This design comes from an exercise in tuning for small area, a short achievable clock period and few clock cycles on the open sky130 flow, not from production work.
In this exercise RTL edits were held to simulation tests only and were not proved equivalent to the original.
Power and IR-drop figures of this design are not reliable: the tool's default activity estimate is inflated in some of its runs.

==> flow/design.v, too long to show whole: its modules and the start of the top module <==
// module sdiv_op: 138 lines
// module sdiv_sub: 242 lines
// module sdiv_sub5: 41 lines
// module sdiv_pg0c: 4 lines
// module sdiv_pg0: 4 lines
// module sdiv_xnor: 3 lines
// module sdiv_oai: 4 lines
// module sdiv_aoi: 4 lines
// module sdiv_inv2: 4 lines
// module sdiv_abs: 173 lines
// module sdiv_nor2: 3 lines
// module sdiv_nand2: 3 lines
// module sdiv_inv1: 3 lines
// module sdiv_msb: 99 lines
// module sdiv_pm: 3 lines
// module sdiv_or2: 3 lines
// module sdiv_dnext: 18 lines
module sdiv_op #(parameter INPUTS = 2,
		parameter OUTPUTS = 1,
		parameter DATA_IN_SIZE = 32,
		parameter DATA_OUT_SIZE = 32)
		(
		input clk,
		input rst,
		input [INPUTS * (DATA_IN_SIZE)- 1 : 0]data_in_bus,
		input [INPUTS - 1 : 0]valid_in_bus,
		output [INPUTS - 1 : 0] ready_in_bus,
		output [OUTPUTS * (DATA_OUT_SIZE) - 1 : 0]data_out_bus,
		output [OUTPUTS - 1 : 0]valid_out_bus,
		input [OUTPUTS - 1 : 0] ready_out_bus
);
  // ...
==> flow/flow/run.sh <==
#!/bin/bash
# The standard layout, with small plain buffers on the ports instead of the
# delay cells buffer_ports picks by default. Every port still gets a buffer.
set -euo pipefail
export BUFFER_PORTS_ARGS="-buffer_cell sky130_fd_sc_hd__buf_1"
bash standard.sh > standard.log 2>&1
==> flow/standard.sh <==
#!/bin/bash
# synth_recipe.tcl (not shown) runs the flow's synth.tcl, then flattens the netlist and writes it again
# the make line also repeats each setting of config.mk as NAME=value (left out here)
make -C /OpenROAD-flow-scripts/flow DESIGN_CONFIG=/design/flow/config.mk WORK_HOME=/design/flow/orfs CLKGATE_MAP_FILE= SYNTH_SCRIPT=/design/flow/synth_recipe.tcl "${@:-finish}"
==> flow/config.mk <==
export PLATFORM = sky130hd
export DESIGN_NAME = sdiv_op
export DESIGN_NICKNAME = sdiv_op
export VERILOG_FILES = /design/flow/design.v
export SDC_FILE = /design/flow/constraint.sdc
export NUM_CORES = 4
export LEC_CHECK = 0
export CAP_MARGIN = 20
export CORE_MARGIN = 2
export CORE_UTILIZATION = 55
export CTS_BUF_LIST = sky130_fd_sc_hd__clkbuf_4 sky130_fd_sc_hd__clkbuf_8
export PLACE_DENSITY = 0.65
export SETUP_SLACK_MARGIN = 2.7
export SLEW_MARGIN = 20
export SYNTH_HIERARCHICAL = 1
==> flow/constraint.sdc <==
create_clock -name core_clock -period 5.0 [get_ports {clk}]
set_input_delay 1.0000 -clock core_clock [delete_from_list [all_inputs] [get_ports {clk}]]
set_output_delay 1.0000 -clock core_clock [all_outputs]
set_load 0.01 [all_outputs]
==> out/summary.md, run 1 <==
The sequential fraction of design power was 0.202. The largest cell class by area is multi-input gates. The required time of the critical path is 5.22 ns. For the clock network power, the log shows 0.912 mW. The logs give 5 for the number of detailed-routing iterations run before antenna repair and 9040 µm² for the combined area of the multi-input logic cells. The non-clock buffering overhead in the final layout came out at 0.0864. Using the TritonRoute via totals, the vias-per-cell ratio works out to 5.82.

For the met3 capacity usage during global routing, the log shows 0.0450. The tree is rooted in a sky130_fd_sc_hd__clkbuf_8. Setup violations remaining at the end of the flow were counted as 0. The sequential portion of the cell area was 0.220; the number of sequential storage elements was 120. The peak-usage layer in the global routing report is met2. After layout, the design draws a total of 13.1 mW. After detailed routing, the wire length on met1 is 17300 µm. The run finished with no timing, DRC or antenna violations. Dividing the detail-routed wire length by the instance count gives 20.5 µm. The run gives 18500 µm as the routed wire length on met2. The number of clock-tree buffers in the layout came out at 17. Type of the setup path with the least slack: reg2reg. The run gives 0 as the residual antenna-violating net count after detailed routing. The area of the core was 22600 µm²; the biggest fanout along the worst timing path was 7. For the smallest setup slack after layout, the log shows 2.57 ns. The count of standard-cell rows is 55, and the clock network contribution to total cell area is 0.0264. Mapped cell area: 12600 µm². The run gives 0.522 as the routing usage on met2. No sink is reached through more buffers than the 2 on the longest clock path. In this run, post-CTS hold repair placed 0 buffers. The gate family responsible for the most delay along the worst path was compound AO/OA/AOI/OAI gates. The final clock period utilization by the worst path is 0.485. For the worst-skew pair, the clock arrives at the later sink with an insertion delay of 0.46 ns.

The maximum clock rate is 412 MHz. Counting both buffers and inverters, the worst setup path holds a total of 2. The tools report the number of max-slew violations in the final report as 0.
Testbench counts, summed over its fixed seeds: cycles 16,327.
==> inputs of run 2 (changes only) <==
--- a/flow/config.mk
+++ b/flow/config.mk
@@ -10,6 +10,6 @@
 export CORE_UTILIZATION = 55
 export CTS_BUF_LIST = sky130_fd_sc_hd__clkbuf_4 sky130_fd_sc_hd__clkbuf_8
 export PLACE_DENSITY = 0.65
-export SETUP_SLACK_MARGIN = 2.7
+export SETUP_SLACK_MARGIN = 2.3
 export SLEW_MARGIN = 20
 export SYNTH_HIERARCHICAL = 1
==> out/summary.md, run 2 <==
The power dissipated by switching net loads is 6.17 mW (was 6.70 mW). The data arrival time at the worst-slack endpoint was 2.78 ns (was 2.65 ns); the proportion of power drawn by combinational gates was 0.693 (was 0.729). For the synthesis warning total, the log shows 7 (unchanged).

The area of the die is 24200 µm² (unchanged), and the final period demand of the worst path is 2.62 ns (was 2.43 ns). The synthesis-to-finish area growth came out at 8.42% (was 17.5%). Highest-count cells in the layout ignoring fill and taps: 183 x sky130_fd_sc_hd__nor2_1, 155 x sky130_fd_sc_hd__nand2_1, 128 x sky130_fd_sc_hd__inv_1 (was 166 x sky130_fd_sc_hd__nor2_1, 148 x sky130_fd_sc_hd__nand2_1, 122 x sky130_fd_sc_hd__inv_1).

The TritonCTS sink count is 120 (unchanged), and the highest cell delay on the worst timing path is 0.46 ns (was 0.48 ns). The final-report setup violation count came out at 0 (unchanged). Setup repair after global routing left no endpoint under its margin. The most common cell after layout, fill and taps aside was sky130_fd_sc_hd__nor2_1 (unchanged).

The post-DP HPWL was 27900 µm (was 28900 µm). The first-pass GRT wire length is 55800 µm (was 60300 µm), and the routability congestion estimate is 0.983 (was 0.997). The run gives 0.0154 ns (was 0.0200 ns) as the worst clock skew on the final layout.

The type of the setup path with the least slack was reg2reg (unchanged). The flow ran to the end and the layout has no timing, DRC or antenna violations. The via count was 10900 (was 11500).

Cell Chain, Critical Path: o21a_1 -> o21ai_2 -> a21oi_2 -> o21ai_2 -> a21oi_2 -> o21ai_4 -> nor2b_4 -> a2bb2oi_2 -> o21ai_4 -> buf_12 (was buf_6 -> nor2b_4 -> o21ai_2 -> a21oi_2 -> o21ai_2 -> a21oi_2 -> o21ai_4 -> nor2b_4 -> a2bb2oi_4 -> o21ai_4 -> buf_6). The number of buffers inserted during clock tree synthesis is 17 (unchanged), and the final clock period utilization by the worst path is 0.524 (was 0.485). The count of inserted antenna diode cells came out at 0 (unchanged). Slew of the pin with the lowest slew margin: 1.02 ns (was 1.05 ns).

The initial antenna violation count is 0 (unchanged), and the final non-filler cell total is 1880 (was 1974). The maximum clock rate was 382 MHz (was 412 MHz); the total power divided by cell area was 867 nW/µm² (was 884 nW/µm²). The internal reg-to-reg setup slack is 2.38 ns (was 2.57 ns). Number of primary I/O pins: 104 (unchanged). The run gives 2 (unchanged) as the maximum clock insertion buffer count. For the count of standard-cell rows, the log shows 55 (unchanged). The tools report the cell count after synthesis as 1510 (unchanged). The average via count per standard cell was 5.81 (was 5.82).

The total wirelength of the detailed-routed design was 36100 µm (was 40400 µm); the peak supply drop was 0.261 mV (was 0.323 mV). The tools report the core occupancy in the finished layout as 0.606 (was 0.656). Largest registers: d x32, q x32, r x32 (unchanged). The tools report the static leakage as 5.73 nW (was 6.30 nW). For the sequential fraction of design power, the log shows 0.228 (was 0.202). The number of levels the H-tree was split into came out at 4 (unchanged).

The number of max-slew violations in the final report is 0 (unchanged), and the residual antenna-violating net count after detailed routing is 0 (unchanged). The biggest fanout along the worst timing path is 16 (was 7), and the global-route usage over all layers is 0.299 (was 0.327). The startpoint type of the worst setup path was a register (unchanged). The x dimension of the die works out to 156 µm (unchanged). The share of layout cells above drive strength 1 works out to 0.229 (was 0.313). The port buffer count came out at 103 (unchanged). The element type at the critical path end was a register (unchanged).

The mapped cell area is 12600 µm² (unchanged), and the required time of the critical path is 5.16 ns (was 5.22 ns). The pin count of the biggest net entering global routing was 43 (was 53). The smallest setup slack after layout is 2.38 ns (was 2.57 ns), and the area of the core is 22600 µm² (unchanged).

The logs give 0.079 (was 0.069) for the share of total power in the clock network and 0 (unchanged) for the number of hold buffers added after CTS. The logs give 1654 (was 1748) for the number of nets in the layout and 0.322 (was 0.297) for the worst-case headroom to the max-slew limit. The tools report the overflow left after global routing as 0 (unchanged). The worst slack at placement is 1.71 ns (was 1.92 ns), and the via count of the first global-routing pass is 10300 (was 10800). The number of DRC violations after detailed routing came out at 0 (unchanged).

The die height is 156 µm (unchanged). TritonCTS built the clock tree. The master cell of the clock root buffer is sky130_fd_sc_hd__clkbuf_8 (unchanged). The average wire per standard cell is 19.2 µm (was 20.5 µm). The tools report the number of hold violations in the final report as 0 (unchanged). Effective utilization at floorplan: 0.559 (unchanged).

The max-cap check violation count was 0 (unchanged); the number of placed cells counting well taps was 1842 (was 1840). The tools report the number of detailed-routing iterations run before antenna repair as 6 (was 5). Slowest stage cell on the critical path: sky130_fd_sc_hd__dfxtp_1 (was sky130_fd_sc_hd__edfxtp_1). Post-route setup TNS: 0 ns (unchanged). The logs give 1073 (was 939) for the number of violations reported at the end of detailed-routing iteration 0 and 5.72 mW (was 6.44 mW) for the internal power. The classification of the worst-slack hold path was in2async (unchanged).

Clock-pin slew on the worst setup and hold paths: 0.08 ns (was 0.09 ns). The clock latency reported for the late side of the worst-skew pair was 0.46 ns (about the same); the average cell area after synthesis was 8.38 µm² (unchanged). Switching fraction of total power: 0.519 (was 0.510).
-- run 2: power by group through the flow --
| stage | Combinational [mW] | Clock (mW) | Sequential (mW) |
|---|---|---|---|
| after detailed placement | 7.87 | 0 | 2.70 |
| after global routing | 8.86 | 1.00 | 2.81 |
| after floorplan | 6.27 | 0 | 2.37 |
| final | 8.24 | 0.941 | 2.71 |
| after CTS | 8.04 | 0.957 | 2.68 |
| after global placement | 7.89 | 0 | 2.66 |
-- run 2: worst paths after layout --
path                                 endpoint          from  cells past startpoint
setup / recovery              r[17]$_DFFE_PP_  d[0]$_DFF_P_                     10
hold / removal               got[0]$_DFF_PP0_           rst                      2
setup reg to reg              r[17]$_DFFE_PP_  d[0]$_DFF_P_                     10
hold reg to reg                  ov$_DFF_PP0_  zq$_DFF_PP0_                      2
max in group asynchronous  state[0]$_DFF_PP1_           rst                      2
min in group core_clock          ov$_DFF_PP0_  zq$_DFF_PP0_                      2
-- run 2: routing by layer --
layer / part of all wire / up-vias / global-route usage
met5: 0 / - / 0
met4: 0.033 / 0 / 0.116
met3: 0.062 / 76 / 0.0367
met2: 0.46 / 459 / 0.483
met1: 0.45 / 5107 / 0.412
li1: - / 5277 / -
-- run 2: critical path, delay by kind of cell (launching register included) --
family          cells  cell delay (ns)
simple gates        1             0.24
buf+inv             1             0.18
compound gates      8             1.43
flops               1             0.46
-- run 2: area by class of cell --
type / instances / area [µm²]
multi-input cells: 1191 / 8710
inverters: 131 / 492
fillers: 2058 / 8930
well taps: 285 / 357
repair buffers: 121 / 541
flip-flops and latches: 120 / 3210
clock buffers: 17 / 234
clock inverters: 15 / 175
-- run 2: through the flow --
step / area [µm²] / total power [mW] / hold WS (ns)
after floorplan: 12700 / 8.65 / 0.476
after global placement: 13100 / 10.5 / 0.523
after detailed placement: 13100 / 10.6 / 0.520
after CTS: 13600 / 11.7 / 0.486
after global routing: 13700 / 12.7 / 0.501
final: 13700 / 11.9 / 0.486
-- run 2: what timing repair did --
item | CTS | global route
gates cloned | 1 | 0
hold endpoints to repair | 0 | 0
pin swaps | 2 | 1
buffers inserted | 3 | 2
setup endpoints to repair | 39 | 43
resized for setup | 9 | 25
==> inputs of run 3 (changes only) <==
--- a/flow/config.mk
+++ b/flow/config.mk
@@ -10,6 +10,6 @@
 export CORE_UTILIZATION = 55
 export CTS_BUF_LIST = sky130_fd_sc_hd__clkbuf_4 sky130_fd_sc_hd__clkbuf_8
 export PLACE_DENSITY = 0.65
-export SETUP_SLACK_MARGIN = 2.3
+export SETUP_SLACK_MARGIN = 2.5
 export SLEW_MARGIN = 20
 export SYNTH_HIERARCHICAL = 1
==> out/summary.md, run 3 <==
The number of hold buffers added after CTS came out at 0 (unchanged). The final-report setup violation count is 0 (unchanged), and the final-layout worst hold slack is 0.479 ns (was 0.486 ns). The average via count per standard cell was 5.78 (was 5.81).

The static leakage came out at 5.88 nW (was 5.73 nW). The startpoint type of the worst setup path is a register (unchanged). Endpoint of the worst register-to-register path: shr[4]$_DFF_P_ (was r[17]$_DFFE_PP_). The reg-to-reg critical path startpoint was r[27]$_DFFE_PP_ (was d[0]$_DFF_P_). The x dimension of the die was 156 µm (unchanged); the post-DP HPWL was 28400 µm (was 27900 µm).

Worst clock skew on the final layout: 0.0176 ns (was 0.0154 ns). Average cell area after synthesis: 8.38 µm² (unchanged). The total power divided by cell area was 874 nW/µm² (was 867 nW/µm²); the number of levels the H-tree was split into was 4 (unchanged).

The switching fraction of total power is 0.520 (was 0.519). The port buffer count works out to 103 (unchanged). The average wire per standard cell is 19.7 µm (was 19.2 µm). Element type at the critical path end: a register (unchanged). The die height was 156 µm (unchanged).

Largest registers: d x32, q x32, r x32 (unchanged). The logs give 0 ns (unchanged) for the post-route setup TNS and 17 (unchanged) for the number of buffers inserted during clock tree synthesis. The number of nets in the layout came out at 1684 (was 1654). Maximum clock insertion buffer count: 2 (unchanged). Master cell of the clock root buffer: sky130_fd_sc_hd__clkbuf_8 (unchanged). Setup repair after global routing could not meet its margin everywhere. The share of total power in the clock network is 0.074 (was 0.079). The share of layout cells above drive strength 1 was 0.265 (was 0.229).

The tools report the global-route usage over all layers as 0.307 (was 0.299). The run gives 5.40 ns (was 5.16 ns) as the required time of the critical path. The clock latency reported for the late side of the worst-skew pair is 0.46 ns (about the same), and the number of detailed-routing iterations run before antenna repair is 5 (was 6).

The power dissipated by switching net loads was 6.38 mW (was 6.17 mW); the maximum clock rate was 393 MHz (was 382 MHz). The logs give 0 (unchanged) for the number of hold violations in the final report and 812 (was 1073) for the number of violations reported at the end of detailed-routing iteration 0. Highest-count cells in the layout ignoring fill and taps: 178 x sky130_fd_sc_hd__nor2_1, 151 x sky130_fd_sc_hd__nand2_1, 127 x sky130_fd_sc_hd__inv_1 (was 183 x sky130_fd_sc_hd__nor2_1, 155 x sky130_fd_sc_hd__nand2_1, 128 x sky130_fd_sc_hd__inv_1). TritonCTS built the clock tree. The post-route cell area came out at 14000 µm² (was 13700 µm²). Synthesis-to-finish area growth: 11.0% (was 8.42%). The logs give 0 (unchanged) for the overflow left after global routing and 0 (unchanged) for the max-cap check violation count.

The run gives 104 (unchanged) as the number of primary I/O pins. The logs give 12600 µm² (unchanged) for the mapped cell area and 24200 µm² (unchanged) for the area of the die. The data arrival time at the worst-slack endpoint is 2.94 ns (was 2.78 ns), and the slew of the pin with the lowest slew margin is 0.975 ns (was 1.02 ns). The cell count after synthesis was 1510 (unchanged); the clock-pin slew on the worst setup and hold paths was 0.09 ns (was 0.08 ns). The via count of the first global-routing pass was 10400 (was 10300); the number of max-slew violations in the final report was 0 (unchanged).

The internal reg-to-reg setup slack was 2.45 ns (was 2.38 ns); the count of inserted antenna diode cells was 0 (unchanged). The logs give 11000 (was 10900) for the via count and 0.559 (unchanged) for the effective utilization at floorplan. For the total wirelength of the detailed-routed design, the log shows 37700 µm (was 36100 µm). For the TritonCTS sink count, the log shows 120 (unchanged). The number of DRC violations after detailed routing was 0 (unchanged); the area of the core was 22600 µm² (unchanged).

The peak supply drop is 0.335 mV (was 0.261 mV), and the final clock period utilization by the worst path is 0.509 (was 0.524). The pin count of the biggest net entering global routing is 45 (was 43), and the internal power is 5.89 mW (was 5.72 mW). The placed instance area is 13200 µm² (was 13100 µm²).

The residual antenna-violating net count after detailed routing was 0 (unchanged); the final period demand of the worst path was 2.55 ns (was 2.62 ns). Number of cells traversed by the worst register-to-register path: 12 (was 10). The sequential fraction of design power is 0.216 (was 0.228), and the initial antenna violation count is 0 (unchanged). The type of the setup path with the least slack is reg2reg (unchanged).

The synthesis warning total was 7 (unchanged); the routability congestion estimate was 1.01 (was 0.983). The flow ran to the end and the layout has no timing, DRC or antenna violations. The biggest fanout along the worst timing path was 5 (was 16); the count of standard-cell rows was 55 (unchanged). The proportion of power drawn by combinational gates came out at 0.710 (was 0.693). The classification of the worst-slack hold path is in2async (unchanged). The first-pass GRT wire length was 56700 µm (was 55800 µm); the worst-case headroom to the max-slew limit was 0.350 (was 0.322). The most common cell after layout, fill and taps aside is sky130_fd_sc_hd__nor2_1 (unchanged).
## run 3: cell count changes in the layout (fill, tap and decap cells not counted), moves of 4 or more
| cell | before | now |
|---|---|---|
| sky130_fd_sc_hd__buf_4 | 16 | 41 |
| sky130_fd_sc_hd__dfxtp_1 | 23 | 2 |
| sky130_fd_sc_hd__dfxtp_2 | 12 | 33 |
| sky130_fd_sc_hd__nor2_1 | 183 | 178 |
| sky130_fd_sc_hd__nand2_1 | 155 | 151 |
| sky130_fd_sc_hd__nand2_2 | 0 | 4 |
| sky130_fd_sc_hd__nor2_2 | 13 | 17 |
## run 3: worst max-delay path by stage
stage / from / end / slack (ns) / cells after the start
after floorplan: d[14]$_DFF_P_ / r[0]$_DFFE_PP_ / 2.50 / 9
after global placement: d[27]$_DFF_P_ / r[30]$_DFFE_PP_ / 1.94 / 9
after detailed placement: d[27]$_DFF_P_ / r[31]$_DFFE_PP_ / 1.90 / 9
after CTS: d[20]$_DFF_P_ / r[4]$_DFFE_PP_ / 2.50 / 10
after global routing: r[27]$_DFFE_PP_ / shr[4]$_DFF_P_ / 2.40 / 12
final: r[27]$_DFFE_PP_ / shr[4]$_DFF_P_ / 2.45 / 12
## run 3: final cells by class
type / count / area (µm²)
multi-input combinational: 1192 / 8780
fill: 2014 / 8600
sequential: 120 / 3230
timing repair buffer: 150 / 781
inverter: 131 / 492
tap: 285 / 357
clock buffer: 17 / 234
clock inverter: 15 / 156
## run 3: per-stage QoR
step / total power [mW] / utilization / instances / setup slack (ns)
floorplan: 8.72 / - / 1513 / 2.50
global placement: 10.7 / 0.584 / 1843 / 1.94
detailed placement: 10.7 / 0.584 / 1843 / 1.90
CTS: 11.9 / 0.610 / 1890 / 2.50
global route: 13.0 / 0.620 / 1910 / 2.40
finish: 12.3 / 0.620 / 1910 / 2.45
## run 3: per-layer routing
layer | global-route usage | vias to the layer above | wire length, µm
met5 | 0 | - | 0
met4 | 0.119 | 0 | 1430
met3 | 0.0347 | 83 | 2590
met2 | 0.497 | 470 | 17300
met1 | 0.423 | 5153 | 16400
li1 | - | 5328 | -
## run 3: power groups by stage
| stage | Combinational (mW) | Sequential [mW] | Clock [mW] |
|---|---|---|---|
| CTS | 8.31 | 2.66 | 0.923 |
| finish | 8.70 | 2.65 | 0.909 |
| global route | 9.31 | 2.75 | 0.969 |
| detailed placement | 7.97 | 2.72 | 0 |
| global placement | 8.02 | 2.68 | 0 |
| floorplan | 6.34 | 2.38 | 0 |
## run 3: critical path: stages, from the launching register on
cell and delay [ns]:
sky130_fd_sc_hd__edfxtp_1 0.48, sky130_fd_sc_hd__or2_1 0.30, sky130_fd_sc_hd__or2_1 0.24, sky130_fd_sc_hd__or2_4 0.28
sky130_fd_sc_hd__or2_4 0.29, sky130_fd_sc_hd__buf_4 0.15, sky130_fd_sc_hd__inv_1 0.05, sky130_fd_sc_hd__a21o_1 0.23
sky130_fd_sc_hd__nor2b_2 0.08, sky130_fd_sc_hd__nor2_1 0.12, sky130_fd_sc_hd__a21oi_2 0.07, sky130_fd_sc_hd__inv_1 0.07
sky130_fd_sc_hd__xor2_1 0.12
## run 3: what timing repair did
action                     4_1_cts  5_1_grt
setup buffers                   14       18
resized for setup               26       25
cloned                           1        2
pin swaps                        5       12
setup endpoints to repair       52       48
==> inputs of run 4 (changes only) <==
--- a/flow/config.mk
+++ b/flow/config.mk
@@ -10,6 +10,7 @@
 export CORE_UTILIZATION = 55
 export CTS_BUF_LIST = sky130_fd_sc_hd__clkbuf_4 sky130_fd_sc_hd__clkbuf_8
 export PLACE_DENSITY = 0.65
-export SETUP_SLACK_MARGIN = 2.5
+export SETUP_SLACK_MARGIN = 2.4
 export SLEW_MARGIN = 20
 export SYNTH_HIERARCHICAL = 1
+export TNS_END_PERCENT = 10
==> out/summary.md, run 4 <==
The logs give 120 (unchanged) for the TritonCTS sink count and 0 (unchanged) for the number of DRC violations after detailed routing. The total power divided by cell area works out to 864 nW/µm² (was 874 nW/µm²). TritonCTS built the clock tree. Biggest fanout along the worst timing path: 21 (was 5).

For the total wirelength of the detailed-routed design, the log shows 36400 µm (was 37700 µm). The area of the core was 22600 µm² (unchanged). The number of detailed-routing iterations run before antenna repair came out at 5 (unchanged).

The average wire per standard cell is 19.3 µm (was 19.7 µm). The run gives 4 (unchanged) as the number of levels the H-tree was split into. The average via count per standard cell is 5.68 (was 5.78). The tools report the count of inserted antenna diode cells as 0 (unchanged).

The static leakage was 5.76 nW (was 5.88 nW). Cell Chain, Critical Path: buf_4 -> inv_1 -> nor2_1 -> a2111oi_0 -> nor2_1 -> o21ai_0 (was or2_1 -> or2_1 -> or2_4 -> or2_4 -> buf_4 -> inv_1 -> a21o_1 -> nor2b_2 -> nor2_1 -> a21oi_2 -> inv_1 -> xor2_1). The cell depth of the worst setup path is 6 (was 12). Synthesis-to-finish area growth: 8.95% (was 11.0%).

The final clock period utilization by the worst path is 0.524 (was 0.509), and the mapped cell area is 12600 µm² (unchanged). The worst-case headroom to the max-slew limit is 0.341 (was 0.350), and the clock-pin slew on the worst setup and hold paths is 0.09 ns (about the same). The routability congestion estimate is 0.996 (was 1.01). The reg-to-reg critical path startpoint is shr[3]$_DFF_P_ (was r[27]$_DFFE_PP_). The port buffer count is 103 (unchanged), and the number of max-slew violations in the final report is 0 (unchanged). The first-pass GRT wire length is 55700 µm (was 56700 µm). The total buffers and inverters traversed by the critical path works out to 2 (was 3). The run gives 0 (unchanged) as the max-cap check violation count.

The run gives 1663 (was 1684) as the number of nets in the layout. The logs give 1.67 ns (was 1.90 ns) for the worst slack at placement and 0.300 (was 0.307) for the global-route usage over all layers. The fill cell total of the finished layout was 2121 (was 2014); the clock latency reported for the late side of the worst-skew pair was 0.46 ns (about the same). The highest cell delay on the worst timing path is 0.72 ns (was 0.48 ns). The cell count after synthesis was 1510 (unchanged). The gate family responsible for the most delay along the worst path is compound AO/OA/AOI/OAI gates (was simple AND/OR/NAND/NOR gates).

The final non-filler cell total was 1889 (was 1910). The logs give 55 (unchanged) for the count of standard-cell rows and 104 (unchanged) for the number of primary I/O pins. The slew of the pin with the lowest slew margin is 0.988 ns (was 0.975 ns), and the maximum clock insertion buffer count is 2 (unchanged).

The cell repeated most along the worst path was sky130_fd_sc_hd__nor2_1. For the peak supply drop, the log shows 0.308 mV (was 0.335 mV). The smallest setup slack after layout is 2.38 ns (was 2.45 ns), and the number of placed cells counting well taps is 1842 (was 1843). The overflow left after global routing came out at 0 (unchanged).

The internal reg-to-reg setup slack was 2.38 ns (was 2.45 ns); the data arrival time at the worst-slack endpoint was 2.96 ns (was 2.94 ns). Largest registers: d x32, q x32, r x32 (unchanged). The tools report the endpoint of the most critical setup path as d[20]$_DFF_P_ (was shr[4]$_DFF_P_).

Die height: 156 µm (unchanged). The run gives 5.34 ns (was 5.40 ns) as the required time of the critical path. For the effective utilization at floorplan, the log shows 0.559 (unchanged).

The element type at the critical path end is a register (unchanged). The number of violations reported at the end of detailed-routing iteration 0 came out at 814 (was 812). Via count of the first global-routing pass: 10200 (was 10400).

The type of the setup path with the least slack was reg2reg (unchanged). Slowest stage cell on the critical path: sky130_fd_sc_hd__a2111oi_0 (was sky130_fd_sc_hd__edfxtp_1). The worst clock skew on the final layout is 0.0227 ns (was 0.0176 ns).

The x dimension of the die was 156 µm (unchanged). The initial antenna violation count is 0 (unchanged). Residual antenna-violating net count after detailed routing: 0 (unchanged). The critical path launch point was shr[3]$_DFF_P_ (was r[27]$_DFFE_PP_).

The number of cells traversed by the worst register-to-register path was 6 (was 12). The flow ran to the end and the layout has no timing, DRC or antenna violations. Setup repair after global routing could not meet its margin everywhere. Classification of the worst-slack hold path: in2async (unchanged). The share of layout cells above drive strength 1 works out to 0.235 (was 0.265). Final period demand of the worst path: 2.62 ns (was 2.55 ns). Startpoint type of the worst setup path: a register (unchanged).

For the maximum clock rate, the log shows 382 MHz (was 393 MHz). The run gives 17 (unchanged) as the number of buffers inserted during clock tree synthesis. Endpoint of the worst register-to-register path: d[20]$_DFF_P_ (was shr[4]$_DFF_P_).

The final-report setup violation count came out at 0 (unchanged). Average cell area after synthesis: 8.38 µm² (unchanged). The post-route setup TNS is 0 ns (unchanged). The master cell of the clock root buffer is sky130_fd_sc_hd__clkbuf_8 (unchanged). The number of hold violations in the final report was 0 (unchanged).

Highest-count cells in the layout ignoring fill and taps: 183 x sky130_fd_sc_hd__nor2_1, 155 x sky130_fd_sc_hd__nand2_1, 128 x sky130_fd_sc_hd__inv_1 (was 178 x sky130_fd_sc_hd__nor2_1, 151 x sky130_fd_sc_hd__nand2_1, 127 x sky130_fd_sc_hd__inv_1). The post-DP HPWL was 27900 µm (was 28400 µm). The synthesis warning total was 7 (unchanged); the via count was 10700 (was 11000). The most common cell after layout, fill and taps aside was sky130_fd_sc_hd__nor2_1 (unchanged).

The area of the die was 24200 µm² (unchanged). The run gives 40 (was 45) as the pin count of the biggest net entering global routing.
[run 4: repair_timing]
action / 4_1_cts / 5_1_grt
hold buffers: 0 / 0
gates cloned: 1 / 0
gates resized for setup: 17 / 12
pin swaps: 2 / 5
endpoints found under the setup margin: 53 / 45
hold endpoints to repair: 0 / 0
setup buffers: 3 / 11
[run 4: cell type report]
type	count	area [µm²]	area share
Multi-Input combinational cell	1191	8710	0.632
Timing Repair Buffer	130	633	0.0459
Inverter	131	492	0.0357
Tap cell	285	357	0.0259
Clock inverter	15	145	0.0105
Sequential cell	120	3210	0.233
Clock buffer	17	234	0.0170
[run 4: worst min-delay path by stage]
stage                       from                to  slack [ns]
floorplan           zq$_DFF_PP0_      ov$_DFF_PP0_        0.48
global route                 rst  got[1]$_DFF_PP0_        0.48
CTS                          rst  got[1]$_DFF_PP0_        0.47
global placement    zq$_DFF_PP0_      ov$_DFF_PP0_        0.52
finish                       rst  got[1]$_DFF_PP0_        0.48
detailed placement  zq$_DFF_PP0_      ov$_DFF_PP0_        0.50
[run 4: power by group]
part	switching, mW	internal (mW)
registers	0.909	1.84
clock network	0.513	0.373
logic	4.78	3.50
total	6.20	5.71
[run 4: stage by stage]
stage	total power [mW]	hold slack, ns	utilization	cell area, µm²
finish	11.9	0.485	0.609	13800
global route	12.7	0.484	0.609	13800
CTS	11.7	0.468	0.604	13700
detailed placement	10.6	0.497	0.582	13200
global placement	10.6	0.517	0.582	13200
floorplan	8.67	0.476	-	12700
[run 4: layer usage]
layer,global-route usage,up-vias,wire [µm],share of wire
li1,-,5296,-,-
met1,0.425,4951,16500,0.45
met2,0.477,399,16800,0.46
met3,0.0286,75,1950,0.054
met4,0.113,0,1120,0.031
met5,0,-,0,0
==> inputs of run 5 (changes only) <==
--- a/flow/config.mk
+++ b/flow/config.mk
@@ -13,4 +13,3 @@
 export SETUP_SLACK_MARGIN = 2.4
 export SLEW_MARGIN = 20
 export SYNTH_HIERARCHICAL = 1
-export TNS_END_PERCENT = 10
==> out/summary.md, run 5 <==
The flow ran to the end and the layout has no timing, DRC or antenna violations. The required time of the critical path is 5.30 ns (was 5.34 ns), and the worst-case headroom to the max-slew limit is 0.347 (was 0.341). For the worst clock skew on the final layout, the log shows 0.0243 ns (was 0.0227 ns).

The logs give 0.485 ns (about the same) for the final-layout worst hold slack and 0.996 (unchanged) for the routability congestion estimate. The global-route usage over all layers was 0.300 (about the same). The type of the setup path with the least slack is reg2reg (unchanged). The number of hold buffers added after CTS is 0 (unchanged), and the synthesis-to-finish area growth is 9.67% (was 8.95%).

The run gives 0 (unchanged) as the initial antenna violation count. The average wire per standard cell is 19.3 µm (about the same). Setup repair after global routing could not meet its margin everywhere. The average cell area after synthesis was 8.38 µm² (unchanged); the clock latency reported for the late side of the worst-skew pair was 0.46 ns (about the same). The number of buffers inserted during clock tree synthesis is 17 (unchanged). The biggest fanout along the worst timing path was 21 (unchanged). The mapped cell area is 12600 µm² (unchanged), and the number of levels the H-tree was split into is 4 (unchanged). The tools report the area of the die as 24200 µm² (unchanged). The die height was 156 µm (unchanged); the final-report setup violation count was 0 (unchanged). Endpoint of the worst register-to-register path: d[28]$_DFF_P_ (was d[20]$_DFF_P_). The TritonCTS sink count is 120 (unchanged). Port buffer count: 103 (unchanged). The static leakage was 5.79 nW (was 5.76 nW). The tools report the reg-to-reg critical path startpoint as shr[3]$_DFF_P_ (unchanged). The average via count per standard cell is 5.72 (was 5.68), and the number of violations reported at the end of detailed-routing iteration 0 is 860 (was 814). The maximum clock insertion buffer count came out at 2 (unchanged). Largest registers: d x32, q x32, r x32 (unchanged).

The tools report the synthesis warning total as 7 (unchanged). The run gives 0 (unchanged) as the number of hold violations in the final report. The number of detailed-routing iterations run before antenna repair is 7 (was 5). Highest-count cells in the layout ignoring fill and taps: 179 x sky130_fd_sc_hd__nor2_1, 154 x sky130_fd_sc_hd__nand2_1, 127 x sky130_fd_sc_hd__inv_1 (was 183 x sky130_fd_sc_hd__nor2_1, 155 x sky130_fd_sc_hd__nand2_1, 128 x sky130_fd_sc_hd__inv_1).

The master cell of the clock root buffer is sky130_fd_sc_hd__clkbuf_8 (unchanged). The peak supply drop was 0.309 mV (was 0.308 mV). The residual antenna-violating net count after detailed routing came out at 0 (unchanged). The logs give 36700 µm (was 36400 µm) for the total wirelength of the detailed-routed design and 27900 µm (unchanged) for the post-DP HPWL.

For the number of primary I/O pins, the log shows 104 (unchanged). The final clock period utilization by the worst path was 0.512 (was 0.524). Element type at the critical path end: a register (unchanged). The final period demand of the worst path works out to 2.56 ns (was 2.62 ns). The most common cell after layout, fill and taps aside was sky130_fd_sc_hd__nor2_1 (unchanged). The number of cells traversed by the worst register-to-register path is 6 (unchanged). Via count: 10800 (was 10700). The total power divided by cell area was 866 nW/µm² (was 864 nW/µm²). The count of standard-cell rows was 55 (unchanged); the via count of the first global-routing pass was 10200 (about the same). The x dimension of the die works out to 156 µm (unchanged). The slew of the pin with the lowest slew margin is 0.980 ns (was 0.988 ns), and the post-route setup TNS is 0 ns (unchanged).

The number of max-slew violations in the final report was 0 (unchanged); the core occupancy in the finished layout was 0.613 (was 0.609). The maximum clock rate is 391 MHz (was 382 MHz), and the data arrival time at the worst-slack endpoint is 2.85 ns (was 2.96 ns). The tools report the startpoint type of the worst setup path as a register (unchanged). Area of the core: 22600 µm² (unchanged).

Classification of the worst-slack hold path: in2async (unchanged). The placed instance area is 13200 µm² (unchanged), and the internal reg-to-reg setup slack is 2.44 ns (was 2.38 ns). The logs give 1669 (was 1663) for the number of nets in the layout and 0 (unchanged) for the max-cap check violation count.

For the effective utilization at floorplan, the log shows 0.559 (unchanged). The share of layout cells above drive strength 1 is 0.250 (was 0.235), and the clock-pin slew on the worst setup and hold paths is 0.09 ns (about the same). TritonCTS built the clock tree. Pin count of the biggest net entering global routing: 40 (unchanged).

The logs give 1510 (unchanged) for the cell count after synthesis and 13900 µm² (was 13800 µm²) for the post-route cell area. The number of DRC violations after detailed routing is 0 (unchanged), and the count of inserted antenna diode cells is 0 (unchanged). The overflow left after global routing is 0 (unchanged). The first-pass GRT wire length came out at 55800 µm (was 55700 µm).
run 5: worst max-delay path by stage:
stage,start,to,cells past startpoint
6_report,shr[3]$_DFF_P_,d[28]$_DFF_P_,6
3_5_place_dp,d[27]$_DFF_P_,r[30]$_DFFE_PP_,9
4_1_cts,d[23]$_DFF_P_,r[0]$_DFFE_PP_,10
5_1_grt,shr[3]$_DFF_P_,d[28]$_DFF_P_,6
3_3_place_gp,d[27]$_DFF_P_,r[28]$_DFFE_PP_,9
2_1_floorplan,d[19]$_DFF_P_,r[0]$_DFFE_PP_,9
run 5: report_power, final:
part	switching [mW]	internal, mW	total (mW)
Sequential	0.874	1.85	2.73
Combinational	4.86	3.53	8.39
Clock	0.514	0.373	0.887
run 5: per-layer routing:
metal  vias up  GRT usage  wire length, µm
met1      5043      0.425            16700
met5         -          0                0
met4         0      0.113             1080
met2       409      0.479            17000
met3        72     0.0286             1880
li1       5311          -                -
run 5: critical path: stages, from the launching register on:
cell	delay, ns
sky130_fd_sc_hd__dfxtp_2	0.66
sky130_fd_sc_hd__buf_4	0.36
sky130_fd_sc_hd__clkinvlp_4	0.42
sky130_fd_sc_hd__nand2_1	0.20
sky130_fd_sc_hd__a21oi_1	0.10
sky130_fd_sc_hd__o21ai_0	0.44
sky130_fd_sc_hd__a31oi_1	0.19
run 5: through the flow:
stage | worst slack [ns] | std cells | total power, mW
floorplan | 2.40 | 1513 | 8.67
global placement | 1.74 | 1842 | 10.6
detailed placement | 1.67 | 1842 | 10.6
CTS | 2.41 | 1881 | 11.7
global route | 2.39 | 1895 | 12.8
finish | 2.44 | 1895 | 12.0
run 5: timing repair:
| item | 4_1_cts | 5_1_grt |
|---|---|---|
| buffers inserted | 6 | 14 |
| resized for setup | 22 | 28 |
| pin swaps | 3 | 2 |
| cloned | 1 | 0 |
| setup endpoints to repair | 53 | 44 |
run 5: final cells by class:
class | count | area, µm²
inverters | 131 | 495
clock buffers | 17 | 234
well taps | 285 | 357
clock inverters | 15 | 145
flip-flops and latches | 120 | 3230
multi-input cells | 1191 | 8730
repair buffers | 136 | 682
fillers | 2105 | 8770
==> inputs of run 6 (changes only) <==
--- a/flow/config.mk
+++ b/flow/config.mk
@@ -7,9 +7,9 @@
 export LEC_CHECK = 0
 export CAP_MARGIN = 20
 export CORE_MARGIN = 2
-export CORE_UTILIZATION = 55
+export CORE_UTILIZATION = 65
 export CTS_BUF_LIST = sky130_fd_sc_hd__clkbuf_4 sky130_fd_sc_hd__clkbuf_8
-export PLACE_DENSITY = 0.65
+export PLACE_DENSITY = 0.75
 export SETUP_SLACK_MARGIN = 2.4
 export SLEW_MARGIN = 20
 export SYNTH_HIERARCHICAL = 1
==> out/summary.md, run 6 <==
The average cell area after synthesis came out at 8.38 µm² (unchanged). The max-cap check violation count was 0 (unchanged); the clock latency reported for the late side of the worst-skew pair was 0.46 ns (about the same). The logs give 39 (was 40) for the pin count of the biggest net entering global routing and 20600 µm² (was 24200 µm²) for the area of the die.

The number of nets in the layout is 1669 (unchanged), and the number of DRC violations after detailed routing is 0 (unchanged). The tools report the post-DP HPWL as 28500 µm (was 27900 µm). The synthesis-to-finish area growth is 9.49% (was 9.67%), and the final clock period utilization by the worst path is 0.507 (was 0.512).

The worst slack at placement was 1.68 ns (was 1.67 ns); the global-route usage over all layers was 0.360 (was 0.300). The number of detailed-routing iterations run before antenna repair was 5 (was 7); the data arrival time at the worst-slack endpoint was 2.75 ns (was 2.85 ns). Average via count per standard cell: 5.99 (was 5.72). The logs give 0 (unchanged) for the residual antenna-violating net count after detailed routing and 5.80 nW (was 5.79 nW) for the static leakage. The post-route setup TNS was 0 ns (unchanged). The total power divided by cell area came out at 874 nW/µm² (was 866 nW/µm²). The final period demand of the worst path is 2.53 ns (was 2.56 ns).

For the maximum clock insertion buffer count, the log shows 2 (unchanged). The effective utilization at floorplan is 0.656 (was 0.559), and the peak supply drop is 0.444 mV (was 0.309 mV). The tools report the final-layout worst hold slack as 0.476 ns (was 0.485 ns). The x dimension of the die was 143 µm (was 156 µm); the via count was 11200 (was 10800). The logs give 0 (unchanged) for the initial antenna violation count and 0.0178 ns (was 0.0243 ns) for the worst clock skew on the final layout. The tools report the number of hold violations in the final report as 0 (unchanged). Cell Chain, Critical Path: buf_4 -> nor2b_2 -> nor2_2 -> a21oi_2 -> o21ai_2 -> a21oi_2 -> o21ai_4 -> nor2b_4 -> a2bb2oi_2 -> o21ai_4 -> buf_6 (was buf_4 -> clkinvlp_4 -> nand2_1 -> a21oi_1 -> o21ai_0 -> a31oi_1). The type of the setup path with the least slack is reg2reg (unchanged). The number of primary I/O pins was 104 (unchanged). Most common cell after layout, fill and taps aside: sky130_fd_sc_hd__nor2_1 (unchanged). The run gives 5.22 ns (was 5.30 ns) as the required time of the critical path.

The run gives 13100 µm² (was 13200 µm²) as the placed instance area. The tools report the mapped cell area as 12600 µm² (unchanged). Element type at the critical path end: a register (unchanged). The synthesis warning total is 7 (unchanged). The number of buffers inserted during clock tree synthesis is 17 (unchanged), and the number of violations reported at the end of detailed-routing iteration 0 is 1115 (was 860). Clock-pin slew on the worst setup and hold paths: 0.10 ns (was 0.09 ns). The die height was 143 µm (was 156 µm); the number of levels the H-tree was split into was 4 (unchanged). The critical path launch point is r[23]$_DFFE_PP_ (was shr[3]$_DFF_P_).

The number of max-slew violations in the final report is 0 (unchanged). Slowest stage cell on the critical path: sky130_fd_sc_hd__edfxtp_1 (was sky130_fd_sc_hd__dfxtp_2). The classification of the worst-slack hold path is in2async (unchanged).

The share of layout cells above drive strength 1 is 0.252 (was 0.250), and the slew of the pin with the lowest slew margin is 0.992 ns (was 0.980 ns). The smallest setup slack after layout was 2.47 ns (was 2.44 ns). The tools report the count of inserted antenna diode cells as 0 (unchanged). The tools report the total wirelength of the detailed-routed design as 37900 µm (was 36700 µm). TritonCTS built the clock tree.

The area of the core was 19300 µm² (was 22600 µm²); the worst-case headroom to the max-slew limit was 0.339 (was 0.347). The tools report the final-report setup violation count as 0 (unchanged). The run gives 120 (unchanged) as the TritonCTS sink count. First-pass GRT wire length: 56100 µm (was 55800 µm). The port buffer count was 103 (unchanged); the number of hold buffers added after CTS was 0 (unchanged).

The reg-to-reg critical path startpoint is r[23]$_DFFE_PP_ (was shr[3]$_DFF_P_). Cell count after synthesis: 1510 (unchanged). Setup repair after global routing could not meet its margin everywhere. The flow ran to the end and the layout has no timing, DRC or antenna violations.

The run gives 12.1 mW (was 12.0 mW) as the power consumption. The final non-filler cell total is 1875 (was 1895). The tools report the startpoint type of the worst setup path as a register (unchanged).

The run gives 13800 µm² (was 13900 µm²) as the post-route cell area. The tools report the master cell of the clock root buffer as sky130_fd_sc_hd__clkbuf_8 (unchanged). The run gives 0 (unchanged) as the overflow left after global routing. Highest-count cells in the layout ignoring fill and taps: 180 x sky130_fd_sc_hd__nor2_1, 155 x sky130_fd_sc_hd__nand2_1, 128 x sky130_fd_sc_hd__inv_1 (was 179 x sky130_fd_sc_hd__nor2_1, 154 x sky130_fd_sc_hd__nand2_1, 127 x sky130_fd_sc_hd__inv_1).

For the count of standard-cell rows, the log shows 51 (was 55). The via count of the first global-routing pass was 10400 (was 10200); the average wire per standard cell was 20.2 µm (was 19.3 µm). The biggest fanout along the worst timing path was 8 (was 21); the routability congestion estimate was 1.02 (was 0.996). The number of placed cells counting well taps came out at 1822 (was 1842). The maximum clock rate is 395 MHz (was 391 MHz). Largest registers: d x32, q x32, r x32 (unchanged).

The core occupancy in the finished layout is 0.719 (was 0.613), and the highest cell delay on the worst timing path is 0.42 ns (was 0.66 ns).
-- run 6: final cells by class --
class	count	area [µm²]
Multi-Input combinational cell	1192	8750
Fill cell	1606	5420
Sequential cell	120	3230
Timing Repair Buffer	135	661
Inverter	131	492
Tap cell	265	332
Clock buffer	17	234
Clock inverter	15	154
-- run 6: critical path: cells and delay by family (launching register included) --
kind            cells  cell delay (ns)
compound gates      6             1.07
simple gates        3             0.45
flops               1             0.42
buf+inv             2             0.36
-- run 6: worst paths after layout --
| kind | depth (start not counted) | slack (ns) | end |
|---|---|---|---|
| worst min register to register | 2 | 0.52 | ov$_DFF_PP0_ |
| worst max-delay path | 11 | 2.47 | r[0]$_DFFE_PP_ |
| worst max register to register | 11 | 2.47 | r[0]$_DFFE_PP_ |
| min in group core_clock | 2 | 0.52 | ov$_DFF_PP0_ |
| max in group asynchronous | 2 | 4.20 | rdy$_DFF_PP1_ |
| worst min-delay path | 2 | 0.48 | got[0]$_DFF_PP0_ |
-- run 6: repair_timing --
item / CTS / global route
endpoints found under the setup margin: 40 / 50
pin swaps: 2 / 5
setup buffers: 9 / 10
hold endpoints to repair: 0 / 0
gates resized for setup: 24 / 35
cloned: 1 / 1
-- run 6: layer usage --
metal / share of wire / track usage / wire length [µm] / vias to the layer above
met5: 0 / 0 / 0 / -
met2: 0.47 / 0.593 / 17600 / 520
met4: 0.039 / 0.149 / 1460 / 0
li1: - / - / - / 5291
met3: 0.072 / 0.0500 / 2710 / 82
met1: 0.42 / 0.477 / 16100 / 5334
-- run 6: power breakdown --
part / switching [mW] / total (mW) / internal, mW / leakage (nW)
combinational: 5.00 / 8.52 / 3.52 / 4.48
sequential: 0.837 / 2.69 / 1.86 / 1.12
clock: 0.513 / 0.888 / 0.375 / 0.194
total: 6.35 / 12.1 / 5.75 / 5.80

port drivers added, routing unchanged:
Ports are ideal in the flow. The routed layouts listed here were re-timed in OpenROAD. Step 1 sets driving cells, clkbuf_16 on the clock port and buf_2 on the other inputs (assumed; they add their load-dependent delay and slew). Step 2, shift: input delay + t, output delay - t, t = (earliest + latest rising clock arrival at the registers) / 2. This alone moves slack from input paths to output paths. Three values: ideal, step 1, step 2; two values: the first two.
run	shift t [ns]	setup WS [ns]	worst setup path at the end	worst data-port slew with drivers (ns)
run 1	0.496	2.574 / 2.574 / 2.255	input to register	0.03
run 2	0.490	2.381 / 2.381 / 2.289	input to register	0.04
run 3	0.499	2.454 / 2.454 / 2.264	input to register	0.04
run 4	0.496	2.382 / 2.382 / 2.274	input to register	0.04
run 5	0.497	2.442 / 2.442 / 2.281	input to register	0.04
run 6	0.498	2.466 / 2.466 / 2.292	input to register	0.04
After both steps setup and hold are still met in every run listed. The setup slack of run 1, which loses most, moves by 0.000 ns with the drivers and by -0.319 ns with both steps.
